This is an optimization exercise on Yosys and OpenROAD, whose aim is small area, not a production implementation.
No functional check of the RTL was part of this run.

File: run.sh
#!/bin/bash
# synth_recipe.tcl (not shown) runs the flow's synth.tcl, then flattens the netlist and writes it again
# the make line also repeats each setting of config.mk as NAME=value (left out here)
make -C /OpenROAD-flow-scripts/flow DESIGN_CONFIG=/design/flow/config.mk WORK_HOME=/design/flow/orfs CLKGATE_MAP_FILE= SYNTH_SCRIPT=/design/flow/synth_recipe.tcl finish
File: config.mk
export PLATFORM = sky130hd
export DESIGN_NAME = typing_test_top
export DESIGN_NICKNAME = typing_test_top
export VERILOG_FILES = /design/flow/design.v
export SDC_FILE = /design/flow/constraint.sdc
export NUM_CORES = 4
export LEC_CHECK = 0
export CAP_MARGIN = 20
export CORE_MARGIN = 2
export CORE_UTILIZATION = 40
export SLEW_MARGIN = 20
File: constraint.sdc
create_clock -name core_clock -period 160.0 [get_ports {clk}]
set_input_delay 32.0000 -clock core_clock [delete_from_list [all_inputs] [get_ports {clk}]]
set_output_delay 32.0000 -clock core_clock [all_outputs]
set_load 0.01 [all_outputs]
File: design.v
`timescale 1ns / 1ps
module clock_divider #(
    parameter ONE_HZ_DIV = 100_000_000,
    parameter FAST_DIV = 5_000
)(
    input wire clk,
    input wire rst,
    output reg one_hz_clk,
    output reg fast_clk,
    output wire fast_tick  
);
    reg [27:0] counter1;
    reg [18:0] counterFast;
    always @(posedge clk) begin
        if (rst) begin
            counter1 <= 0;
            one_hz_clk <= 0;
        end
        else if (counter1 >= ONE_HZ_DIV - 1) begin
            counter1 <= 0;
            one_hz_clk <= 1;
        end else begin
            counter1 <= counter1 + 1;
            one_hz_clk <= 0;
        end
    end
    assign fast_tick = !rst && (counterFast >= FAST_DIV - 1) && !fast_clk;
    always @(posedge clk) begin
        if (rst) begin
            counterFast <= 0;
            fast_clk <= 0;
        end
        else if (counterFast >= FAST_DIV - 1) begin
            counterFast <= 0;
            fast_clk <= ~fast_clk;
        end else begin
            counterFast <= counterFast + 1;
        end
    end
endmodule
`timescale 1ns / 1ps
module decoder(
    input clk,
    input rst,
    input [3:0] row,
    output reg [3:0] col,
    output reg [3:0] dec_out,
    output reg button_pressed
    );
    parameter SCAN_INTERVAL = 100_000;   
    parameter SAMPLE_DELAY = 3_000_000; 
    reg [30:0] timer;
    reg [1:0] col_select;
    reg sampling;
    always @(posedge clk) begin
      if (rst) begin
        timer <= 0;
        col_select <= 0;
        sampling <= 0;
        col <= 4'b0111;
        dec_out <= 4'b0000;
        button_pressed <= 0;
      end
      else begin
        timer <= timer + 1;
        if (!sampling && timer >= SCAN_INTERVAL) begin
            timer <= 0;
            col_select <= col_select + 1;
            sampling <= 1;
        end
        case (col_select)
            2'b00: col <= 4'b0111;
            2'b01: col <= 4'b1011;
            2'b10: col <= 4'b1101;
            2'b11: col <= 4'b1110;
        endcase
        if (sampling && timer >= SAMPLE_DELAY) begin
            sampling <= 0;   
            if (row != 4'b1111 && button_pressed == 0) begin
                button_pressed <= 1;
                case(col_select)
                    2'b00: begin
                        case(row)
                            4'b0111: dec_out <= 4'b0001;
                            4'b1011: dec_out <= 4'b0100;
                            4'b1101: dec_out <= 4'b0111;
                            4'b1110: dec_out <= 4'b0000;
                        endcase
                    end
                    2'b01: begin
                        case(row)
                            4'b0111: dec_out <= 4'b0010;
                            4'b1011: dec_out <= 4'b0101;
                            4'b1101: dec_out <= 4'b1000;
                            4'b1110: dec_out <= 4'b1111;
                        endcase
                    end
                    2'b10: begin
                        case(row)
                            4'b0111: dec_out <= 4'b0011;
                            4'b1011: dec_out <= 4'b0110;
                            4'b1101: dec_out <= 4'b1001;
                            4'b1110: dec_out <= 4'b1110;
                        endcase
                    end
                    2'b11: begin
                        case(row)
                            4'b0111: dec_out <= 4'b1010;
                            4'b1011: dec_out <= 4'b1011;
                            4'b1101: dec_out <= 4'b1100;
                            4'b1110: dec_out <= 4'b1101;
                        endcase
                    end
                endcase
            end
            if (row == 4'b1111 && button_pressed == 1) begin
                button_pressed <= 0;
            end
        end
      end
    end
endmodule
`timescale 1ns / 1ps
module random_gen(
    input wire clk,
    input wire rst,
    output reg [3:0] rand_one, 
    output reg [3:0] rand_two,
    output reg [3:0] rand_three,
    output reg [3:0] rand_four
);
    reg [15:0] random;
    always @(posedge clk) begin
        if (rst) begin
            random <= 16'hACE1;
            rand_one <= 0;
            rand_two <= 0;
            rand_three <= 0;
            rand_four <= 0;
        end
        else begin
            random <= {random[14:0], random[15] ^ random[13] ^ random[12] ^ random[10]};
            rand_one <= random[3:0] % 10;
            rand_two <= random[7:4] % 10;
            rand_three <= random[11:8] % 10;
            rand_four <= random[15:12] % 10;
        end
    end
endmodule
`timescale 1ns / 1ps
module game(
    input wire clk,  
    input wire rst,  
    input wire one_hz_clk,  
    input [3:0] dec,  
    input wire button_pressed,  
    input wire [3:0] rand_one,  
    input wire [3:0] rand_two,
    input wire [3:0] rand_three,
    input wire [3:0] rand_four,
    output reg one_en,  
    output reg two_en,
    output reg three_en, 
    output reg four_en,
    output reg acc_one_en,  
    output reg acc_two_en,
    output reg [3:0] acc_digit_one,  
    output reg [3:0] acc_digit_two,
    output reg [3:0] digit_one,  
    output reg [3:0] digit_two,
    output reg [3:0] digit_three,
    output reg [3:0] digit_four
    );
    reg [3:0] num_words [0:3];
    integer total_words;
    reg [1:0] mode;  
    integer missed;
    reg [31:0] elapsed_time;
    integer wpm;
    reg [3:0] wpm_one;
    reg [3:0] wpm_two;
    integer accuracy;  
    reg [3:0] curr_word [0:3];  
    integer completed;  
    integer completed_digits;  
    integer current_digit;  
    reg button_pressed_last;
    reg button_rising_edge;
    always @(posedge clk) begin
      if (rst) begin
        num_words[3] <= 4'b0000;
        num_words[2] <= 4'b0000;
        num_words[1] <= 4'b0000;
        num_words[0] <= 4'b0000;
        one_en <= 1;
        two_en <= 1;
        three_en <= 1;
        four_en <= 1;
        acc_one_en <= 0;
        acc_two_en <= 0;
        current_digit <= 3;
        mode <= 2'b00;
        missed <= 0;
        elapsed_time <= 0;
        accuracy <= 100;
        completed <= 1;
        completed_digits <= 0;
        button_pressed_last <= 0;
        button_rising_edge <= 0;
        total_words <= 0;
        curr_word[0] <= 4'b0000;
        curr_word[1] <= 4'b0000;
        curr_word[2] <= 4'b0000;
        curr_word[3] <= 4'b0000;
        acc_digit_one <= 4'b0000;
        acc_digit_two <= 4'b0000;
      end
      else begin
        if (mode == 2'b01 && one_hz_clk) begin
            elapsed_time <= elapsed_time + 1;
        end
        else if (mode == 2'b00) begin
            elapsed_time <= 0;
        end
        button_rising_edge <= button_pressed & ~button_pressed_last;
        button_pressed_last <= button_pressed;
        if (button_rising_edge) begin
            if (dec == 4'b1011) begin
                if(mode == 2'b00) begin  
                    num_words[3] = 4'b0000;
                    num_words[2] = 4'b0000;
                    num_words[1] = 4'b0000;
                    num_words[0] = 4'b0000;
                end
                else begin
                    mode <= 2'b00;  
                end
                current_digit <= 3;
                completed_digits <= 0;
                completed <= 1;
                accuracy <= 100;
                acc_digit_one <= 0;
                acc_digit_two <= 0;
                missed <= 0;
                one_en <= 1;
                two_en <= 1;
                three_en <= 1;
                four_en <= 1;
                acc_one_en <= 0;
                acc_two_en <= 0;
            end
            else if (mode == 2'b00) begin
                one_en <= 1;
                two_en <= 1;
                three_en <= 1;
                four_en <= 1;
                if (dec == 4'b1010 &&
                    !(num_words[3] == 4'b0000 &&
                    num_words[2] == 4'b0000 &&
                    num_words[1] == 4'b0000 &&
                    num_words[0] == 4'b0000))
                begin
                    mode <= 2'b01;
                    current_digit <= 3;
                    missed <= 0;
                    acc_one_en <= 1;
                    acc_two_en <= 1;
                    total_words <= num_words[0] + num_words[1] * 10 + num_words[2] * 100 + num_words[3] * 1000;
                    curr_word[0] <= rand_four;
                    curr_word[1] <= rand_three;
                    curr_word[2] <= rand_two;
                    curr_word[3] <= rand_one;
                end
                else begin
                    num_words[3] <= num_words[2];
                    num_words[2] <= num_words[1];
                    num_words[1] <= num_words[0];
                    num_words[0] <= dec;
                end
            end
            else if (mode == 2'b01) begin
                if (completed_digits != 0) begin
                    accuracy <= (completed_digits * 100) / (completed_digits + missed);
                end
                else begin
                    accuracy <= 100;  
                end
                if (accuracy == 100) begin
                    acc_digit_one <= 4'b1010;
                    acc_digit_two <= 4'b1010;
                end
                else begin
                    acc_digit_two <= accuracy % 10;  
                    acc_digit_one <= (accuracy - acc_digit_two) / 10;  
                end
                if (dec == curr_word[current_digit]) begin
                    completed_digits <= completed_digits + 1;
                    if (current_digit > 0) begin
                        current_digit <= current_digit - 1;
                        if (current_digit == 3) begin
                            one_en <= 0;
                        end
                        else if (current_digit == 2) begin
                            two_en <= 0;
                        end
                        else if (current_digit == 1) begin
                            three_en <= 0;
                        end
                    end
                    else begin
                        curr_word[0] <= rand_one;
                        curr_word[1] <= rand_two;
                        curr_word[2] <= rand_three;
                        curr_word[3] <= rand_four;
                        one_en <= 1;
                        two_en <= 1;
                        three_en <= 1;
                        current_digit <= 3;
                        completed <= completed + 1;
                        if (completed >= total_words) begin
                            mode <= 2'b10;
                        end
                    end
                end
                else begin
                    missed <= missed + 1;
                end
            end
        end
        if (mode == 2'b10) begin
            one_en <= 0;
            two_en <= 0;
            three_en <= 1;
            four_en <= 1;
        end
        else if(mode == 2'b00) begin
            one_en <= 1;
            two_en <= 1;
            three_en <= 1;
            four_en <= 1;
        end
      end
    end
    always @(*) begin
        wpm = 0;
        wpm_one = 4'b0000;
        wpm_two = 4'b0000;
        if (mode == 2'b00) begin
            digit_one = num_words[3];
            digit_two = num_words[2];
            digit_three = num_words[1];
            digit_four = num_words[0];
        end
        else if (mode == 2'b01) begin
            digit_one = curr_word[3];
            digit_two = curr_word[2];
            digit_three = curr_word[1];
            digit_four = curr_word[0];
        end
        else if (mode == 2'b10) begin
            if (elapsed_time == 0)
                wpm = 0;  
            else
                wpm = (total_words) * 60 / elapsed_time;
            wpm_one = (wpm - (wpm % 10)) / 10;
            wpm_two = wpm % 10;
            digit_one = (elapsed_time / 10);
            digit_two = elapsed_time % 10;
            digit_three = wpm_one;
            digit_four = wpm_two;
        end
        else begin
            digit_one = 4'b0000;
            digit_two = 4'b0000;
            digit_three = 4'b0000;
            digit_four = 4'b0000;
        end
    end
endmodule
`timescale 1ns / 1ps
module basys3display(
    input wire [3:0] digit_one,
    input wire [3:0] digit_two,
    input wire [3:0] digit_three,
    input wire [3:0] digit_four,
    input wire clk,
    input wire rst,
    input wire fast_tick,
    input wire one_en,
    input wire two_en,
    input wire three_en,
    input wire four_en,
    output reg [3:0] Anode_Activate,
    output reg [6:0] LED_out
    );
    reg[3:0] LED_BCD;
    reg [1:0] led_select;
    always @(posedge clk) begin
        if (rst)
            led_select <= 0;
        else if (!fast_tick)
            led_select <= led_select;
        else if (led_select < 3)
            led_select <= led_select + 1;
        else
            led_select <= 0;
    end
    always @(*) begin
        if(led_select == 2'b00 && one_en) begin
            Anode_Activate = 4'b0111;
            LED_BCD = digit_one;
        end
        else if(led_select == 2'b01 && two_en) begin
            Anode_Activate = 4'b1011;
            LED_BCD = digit_two;
        end
        else if(led_select == 2'b10 && three_en) begin
            Anode_Activate = 4'b1101; 
            LED_BCD = digit_three;
        end
        else if(led_select == 2'b11 && four_en) begin
            Anode_Activate = 4'b1110; 
            LED_BCD = digit_four;
        end
        else begin  
            Anode_Activate = 4'b1111; 
            LED_BCD = 4'b0000;  
        end
    end
    always @(*)
    begin
        case(LED_BCD)
        4'b0000: LED_out = 7'b0000001;  
        4'b0001: LED_out = 7'b1001111;  
        4'b0010: LED_out = 7'b0010010;  
        4'b0011: LED_out = 7'b0000110;  
        4'b0100: LED_out = 7'b1001100;  
        4'b0101: LED_out = 7'b0100100;  
        4'b0110: LED_out = 7'b0100000;  
        4'b0111: LED_out = 7'b0001111;  
        4'b1000: LED_out = 7'b0000000;  
        4'b1001: LED_out = 7'b0000100;  
        default: LED_out = 7'b0000001;  
        endcase
    end
endmodule
`timescale 1ns / 1ps
module ssd_display(
    input wire [3:0] digit_one,
    input wire [3:0] digit_two,
    input wire clk,
    input wire rst,
    input wire fast_tick,
    input wire one_en,
    input wire two_en,
    output reg SSD_Anode_Activate,  
    output reg [6:0] SSD_LED_out
    );
    reg[3:0] LED_BCD;
    reg led_select;
    always @(posedge clk) begin
        if (rst)
            led_select <= 0;
        else if (fast_tick)
            led_select <= ~led_select;
    end
    always @(*) begin
        if(led_select == 1'b0 && one_en) begin
            SSD_Anode_Activate = 0;
            LED_BCD = digit_one;
        end
        else if(led_select == 1'b1 && two_en) begin
            SSD_Anode_Activate = 1;
            LED_BCD = digit_two;
        end
        else begin
            SSD_Anode_Activate = led_select;
            LED_BCD = 4'b1111;  
        end
    end
    always @(*)
    begin
        case(LED_BCD)
        4'b0000: SSD_LED_out = 7'b0111111;  
        4'b0001: SSD_LED_out = 7'b0110000;  
        4'b0010: SSD_LED_out = 7'b1011011;  
        4'b0011: SSD_LED_out = 7'b1111001;  
        4'b0100: SSD_LED_out = 7'b1110100;  
        4'b0101: SSD_LED_out = 7'b1101101;  
        4'b0110: SSD_LED_out = 7'b1101111;  
        4'b0111: SSD_LED_out = 7'b0111000;  
        4'b1000: SSD_LED_out = 7'b1111111;  
        4'b1001: SSD_LED_out = 7'b1111101;  
        4'b1010: SSD_LED_out = 7'b1111110;  
        default: SSD_LED_out = 7'b1000000;  
        endcase
    end
endmodule
`timescale 1ns / 1ps
module typing_test_top(
        input wire clk,
        input wire rst,  
        input wire [3:0] rows,  
        output wire [3:0] cols,
        output wire [3:0] Anode_Activate,
        output wire [6:0] LED_out,
        output wire SSD_Anode_Activate,
        output wire [6:0] SSD_LED_out
    );
    localparam ONE_HZ_DIV = 6_000;     
    localparam FAST_DIV = 8;           
    localparam SCAN_INTERVAL = 40;     
    localparam SAMPLE_DELAY = 120;     
    wire one_hz_clk, fast_clk, fast_tick;
    clock_divider #(
        .ONE_HZ_DIV(ONE_HZ_DIV),
        .FAST_DIV(FAST_DIV)
    ) cd_inst (
        .clk(clk),
        .rst(rst),
        .one_hz_clk(one_hz_clk),
        .fast_clk(fast_clk),
        .fast_tick(fast_tick)
    );
    wire [3:0] dec_out;
    wire button_pressed;
    decoder #(
        .SCAN_INTERVAL(SCAN_INTERVAL),
        .SAMPLE_DELAY(SAMPLE_DELAY)
    ) dec_inst (
        .clk(clk),
        .rst(rst),
        .row(rows),
        .col(cols),
        .dec_out(dec_out),
        .button_pressed(button_pressed)
    );
    wire [3:0] rand_one, rand_two, rand_three, rand_four;
    random_gen rg_inst(
        .clk(clk),
        .rst(rst),
        .rand_one(rand_one),
        .rand_two(rand_two),
        .rand_three(rand_three),
        .rand_four(rand_four)
    );
    wire one_en, two_en, three_en, four_en;
    wire [3:0] digit_one, digit_two, digit_three, digit_four;
    wire acc_one_en, acc_two_en;
    wire [3:0] acc_digit_one, acc_digit_two;
    game game_inst(
        .clk(clk),
        .rst(rst),
        .one_hz_clk(one_hz_clk),
        .dec(dec_out),
        .button_pressed(button_pressed),
        .rand_one(rand_one),
        .rand_two(rand_two),
        .rand_three(rand_three),
        .rand_four(rand_four),
        .one_en(one_en),
        .two_en(two_en),
        .three_en(three_en),
        .four_en(four_en),
        .acc_one_en(acc_one_en),
        .acc_two_en(acc_two_en),
        .acc_digit_one(acc_digit_one),
        .acc_digit_two(acc_digit_two),
        .digit_one(digit_one),
        .digit_two(digit_two),
        .digit_three(digit_three),
        .digit_four(digit_four)
    );
    basys3display disp_inst(
        .digit_one(digit_one),
        .digit_two(digit_two),
        .digit_three(digit_three),
        .digit_four(digit_four),
        .clk(clk),
        .rst(rst),
        .fast_tick(fast_tick),
        .one_en(one_en),
        .two_en(two_en),
        .three_en(three_en),
        .four_en(four_en),
        .Anode_Activate(Anode_Activate),
        .LED_out(LED_out)
    );
    ssd_display ssd_inst(
        .digit_one(acc_digit_one),
        .digit_two(acc_digit_two),
        .clk(clk),
        .rst(rst),
        .fast_tick(fast_tick),
        .one_en(acc_one_en),
        .two_en(acc_two_en),
        .SSD_Anode_Activate(SSD_Anode_Activate),
        .SSD_LED_out(SSD_LED_out)
    );
endmodule
==> impl_metrics.sql <==
INSERT INTO impl_metrics (metric_group, metric, value, unit) VALUES
('route', 'route.final.wire_length', '362', 'mm'),
('setup_path', 'endpoint_kind', 'output pin', ''),
('finish', 'fraction_of_final_layout_cells_with_drive_strength_greater_than_1', '0.0623', ''),
('cts', 'cts_num_sinks', '380', ''),
('sta', 'fin_worst_hold_slack', '0.387', 'ns'),
('logic_synthesis', 'leading_area_contributor_after_synthesis', 'sky130_fd_sc_hd__ha_1', ''),
('setup_path', 'crit_type', 'flop to output pin', ''),
('route', 'wire_per_inst', '19.1', 'microns'),
('logic_synthesis', 'syn_inst', '15544', ''),
('logic_synthesis', 'synth-edff-count', '0', ''),
('worst_hold_path', 'min_path_type', 'flop to flop', ''),
('route', 'drt_pre_antenna_iters', '6', ''),
('finish', 'layout.cells.most_common', 'sky130_fd_sc_hd__nor2_1', ''),
('setup_path', 'most_used_cell_along_the_critical_path', 'sky130_fd_sc_hd__a21o_1', ''),
('logic_synthesis', 'ffs_w_async_s_r_synth', '0', ''),
('cts', 'post_cts_buffers', '0', ''),
('place', 'place.detailed.hpwl', '287', 'mm'),
('cts', 'cts_root_buf', 'sky130_fd_sc_hd__clkbuf_16', ''),
('logic_synthesis', 'yosysTopAreaCellShare', '0.157', ''),
('finish', 'area_growth', '5.61', '%'),
('route', 'drt_initial_violations', '9798', ''),
('route', 'routed_antenna_nets', '0', ''),
('logic_synthesis', 'netlist_top_cells_area', 'sky130_fd_sc_hd__ha_1 (16%), sky130_fd_sc_hd__dfxtp_1 (7.0%), sky130_fd_sc_hd__xnor2_1 (7.0%)', ''),
('setup_path', 'worst-path-max-fanout', '48', ''),
('grt', 'grt.total_usage', '0.252', ''),
('logic_synthesis', 'postSynthAreaPerCell', '6.95', 'sq um'),
('route', 'drcViolationCount', '0', ''),
('route', 'route.vias.total', '113650', ''),
('sta', 'unrepaired_setup_endpoints_after_global_routing', 'no', ''),
('logic_synthesis', 'post_synth_cell_types', '168', ''),
('setup_path', 'cp.required', '128.00', 'ns'),
('setup_path', 'worst_setup_path_start_kind', 'flop', ''),
('outcome', 'status', 'complete, no violations', ''),
('cts', 'h-tree-depth', '2', ''),
('cts', 'postCtsHoldBufs', '0', ''),
('setup_path', 'critical_path.reg2reg.endpoint', 'game_inst.accuracy[31]', ''),
('route', 'viasPerCell', '6.01', ''),
('cts', 'path_clk_slew', '0.07', 'ns'),
('sta', 'fin_setup_tns', '0', 'ns'),
('cts', 'tritoncts', 'built', ''),
('sta', 'finalWorstPathRequiredPeriod', '149.70', 'ns'),
('die', 'die_h', '524', 'microns'),
('logic_synthesis', 'synth_area', '108000', 'sq um'),
('setup_path', 'rr_startpoint', 'game_inst.completed_digits[0]', ''),
('cts', 'clock_latency', '0.66', 'ns'),
('logic_synthesis', 'synth_top_flop_cell', 'sky130_fd_sc_hd__dfxtp_1', ''),
('die', 'floorplan.initialDensity', '0.403', ''),
('grt', 'grt_start_max_net_pins', '77', ''),
('setup_path', 'crit_startpoint', 'game_inst.elapsed_time[9]', ''),
('finish', 'most-common-layout-cells', 'sky130_fd_sc_hd__nor2_1 (1760), sky130_fd_sc_hd__a21oi_1 (1402), sky130_fd_sc_hd__ha_1 (1355), sky130_fd_sc_hd__nand2_1 (1335), sky130_fd_sc_hd__o21ai_0 (1001)', ''),
('sta', 'clock_skew', '0.0405', 'ns'),
('sta', 'setup-violations-final', '0', ''),
('sta', 'finalMaxSlewViolations', '0', ''),
('grt', 'grt_pass1_wl', '569', 'mm'),
('die', 'fp.dieArea', '274000', 'sq um'),
('die', 'pin_count', '29', ''),
('logic_synthesis', 'synth-warning-count', '8', ''),
('setup_path', 'critical-path-max-stage-delay', '1.08', 'ns'),
('setup_path', 'critPathSlowestCell', 'sky130_fd_sc_hd__or4_2', ''),
('sta', 'timing_worst_slew_pin_value', '1.18', 'ns'),
('logic_synthesis', 'yosysSeqAreaShare', '0.0704', ''),
('setup_path', 'depth_of_the_most_critical_reg_to_reg_path', '674', '');
how the worst min path moves through the flow:
stage | endpoint | slack, ns | start | cells after the start
2_1_floorplan | game_inst.button_rising_edge | 0.37 | game_inst.button_pressed_last | 1
3_3_place_gp | game_inst.button_rising_edge | 0.37 | game_inst.button_pressed_last | 1
3_5_place_dp | game_inst.button_rising_edge | 0.38 | game_inst.button_pressed_last | 1
4_1_cts | game_inst.button_rising_edge | 0.39 | game_inst.button_pressed_last | 1
5_1_grt | game_inst.button_rising_edge | 0.42 | game_inst.button_pressed_last | 1
6_report | game_inst.button_rising_edge | 0.39 | game_inst.button_pressed_last | 1
registers in the layout (all words and copies together), names as in the netlist, 4 cells and up:
name	flops
dec_inst.col	4
rg_inst.rand_two	4
game_inst.acc_digit_one	4
game_inst.acc_digit_two	4
game_inst.accuracy	32
cd_inst.counter1	28
dec_inst.dec_out	4
game_inst.current_digit	32
rg_inst.random	16
game_inst.missed	32
game_inst.elapsed_time	32
cd_inst.counterFast	19
game_inst.num_words	16
game_inst.total_words	15
dec_inst.timer	31
game_inst.completed	32
game_inst.curr_word	16
rg_inst.rand_four	4
game_inst.completed_digits	32
stage by stage:
stage | cell area (sq um) | instances | setup WS [ns]
floorplan | 108000 | 15583 | 26.80
global route | 114000 | 18906 | 0.480
global placement | 112000 | 18823 | 14.58
detailed placement | 112000 | 18823 | 12.65
CTS | 114000 | 18902 | 11.65
finish | 114000 | 18910 | 10.30
cell type report:
| type | count | area [sq um] |
|---|---|---|
| Sequential cell | 380 | 7610 |
| Antenna cell | 5 | 12.5 |
| Tap cell | 3552 | 4440 |
| Clock inverter | 30 | 418 |
| Inverter | 674 | 2530 |
| Clock buffer | 49 | 1150 |
| Multi-Input combinational cell | 13981 | 96100 |
| Timing Repair Buffer | 239 | 1860 |
| Fill cell | 28048 | 154000 |
critical path, delay by kind of cell, from the launching register on:
family          cells  cell delay, ns
mux                14            5.78
simple gates      125           25.49
xor+xnor            7            1.46
compound gates    262           66.02
buf+inv            21            6.17
fa+ha+maj          36           11.31
flops               1            0.49
cells in the mapped netlist, types with 127 or more instances:
library cell	number
sky130_fd_sc_hd__a21o_1	409
sky130_fd_sc_hd__xnor2_1	867
sky130_fd_sc_hd__a21oi_1	1407
sky130_fd_sc_hd__nor2_1	1765
sky130_fd_sc_hd__o31ai_1	267
sky130_fd_sc_hd__nand2_1	1337
sky130_fd_sc_hd__o211ai_1	139
sky130_fd_sc_hd__clkbuf_1	391
sky130_fd_sc_hd__dfxtp_1	380
sky130_fd_sc_hd__mux2i_1	167
sky130_fd_sc_hd__and3_1	152
sky130_fd_sc_hd__a211oi_1	127
sky130_fd_sc_hd__nand3_1	438
sky130_fd_sc_hd__o21ai_0	1003
sky130_fd_sc_hd__inv_1	658
sky130_fd_sc_hd__nand4_1	241
sky130_fd_sc_hd__and2_1	253
sky130_fd_sc_hd__ha_1	1356
sky130_fd_sc_hd__nand2b_1	297
sky130_fd_sc_hd__mux2_2	276
sky130_fd_sc_hd__xor2_1	517
sky130_fd_sc_hd__or3_1	171
sky130_fd_sc_hd__nor2b_1	193
sky130_fd_sc_hd__o21a_1	311
sky130_fd_sc_hd__nor3_1	501
sky130_fd_sc_hd__nor4_1	127
per-layer routing:
metal | wire length, microns | GRT usage | up-vias | share of wire
met2 | 158000 | 0.403 | 3362 | 0.44
met4 | 11500 | 0.0728 | 4 | 0.032
li1 | - | - | 56666 | -
met5 | 26 | 0 | - | 0.000072
met3 | 22000 | 0.0235 | 507 | 0.061
met1 | 171000 | 0.355 | 53111 | 0.47
cell families after synthesis:
kind of cell    count (synthesis)  share of synthesized area
xor+xnor                     1398                      0.114
simple gates                 5855                      0.263
mux                           450                     0.0454
flops                         380                     0.0704
compound gates               4793                      0.288
other cells                     1                  0.0000347
buf+inv                      1222                     0.0468
fa+ha+maj                    1445                      0.172

[what the ideal ports hide]
In the flow no input, the clock included, has a driving cell. The finished layout below was timed again as built, in two steps.
Step 1 sets driving cells, clkbuf_16 on the clock port and buf_2 on the other inputs (assumed; they add their load-dependent delay and slew).
Step 2 also shifts input and output timing later by t, the mid clock arrival at the registers, as if the neighbouring blocks saw the same clock.
Three values: no drivers, after step 1, after step 2; two values: the first two.
t, ns: 0.712
setup slack, ns: 10.303 / 10.228 / 10.940
latest minus earliest clock arrival (ns): 0.045 / 0.045
After both steps setup and hold are still met in this run. The setup slack of this run moves by -0.075 ns with the drivers and by +0.637 ns with both steps.
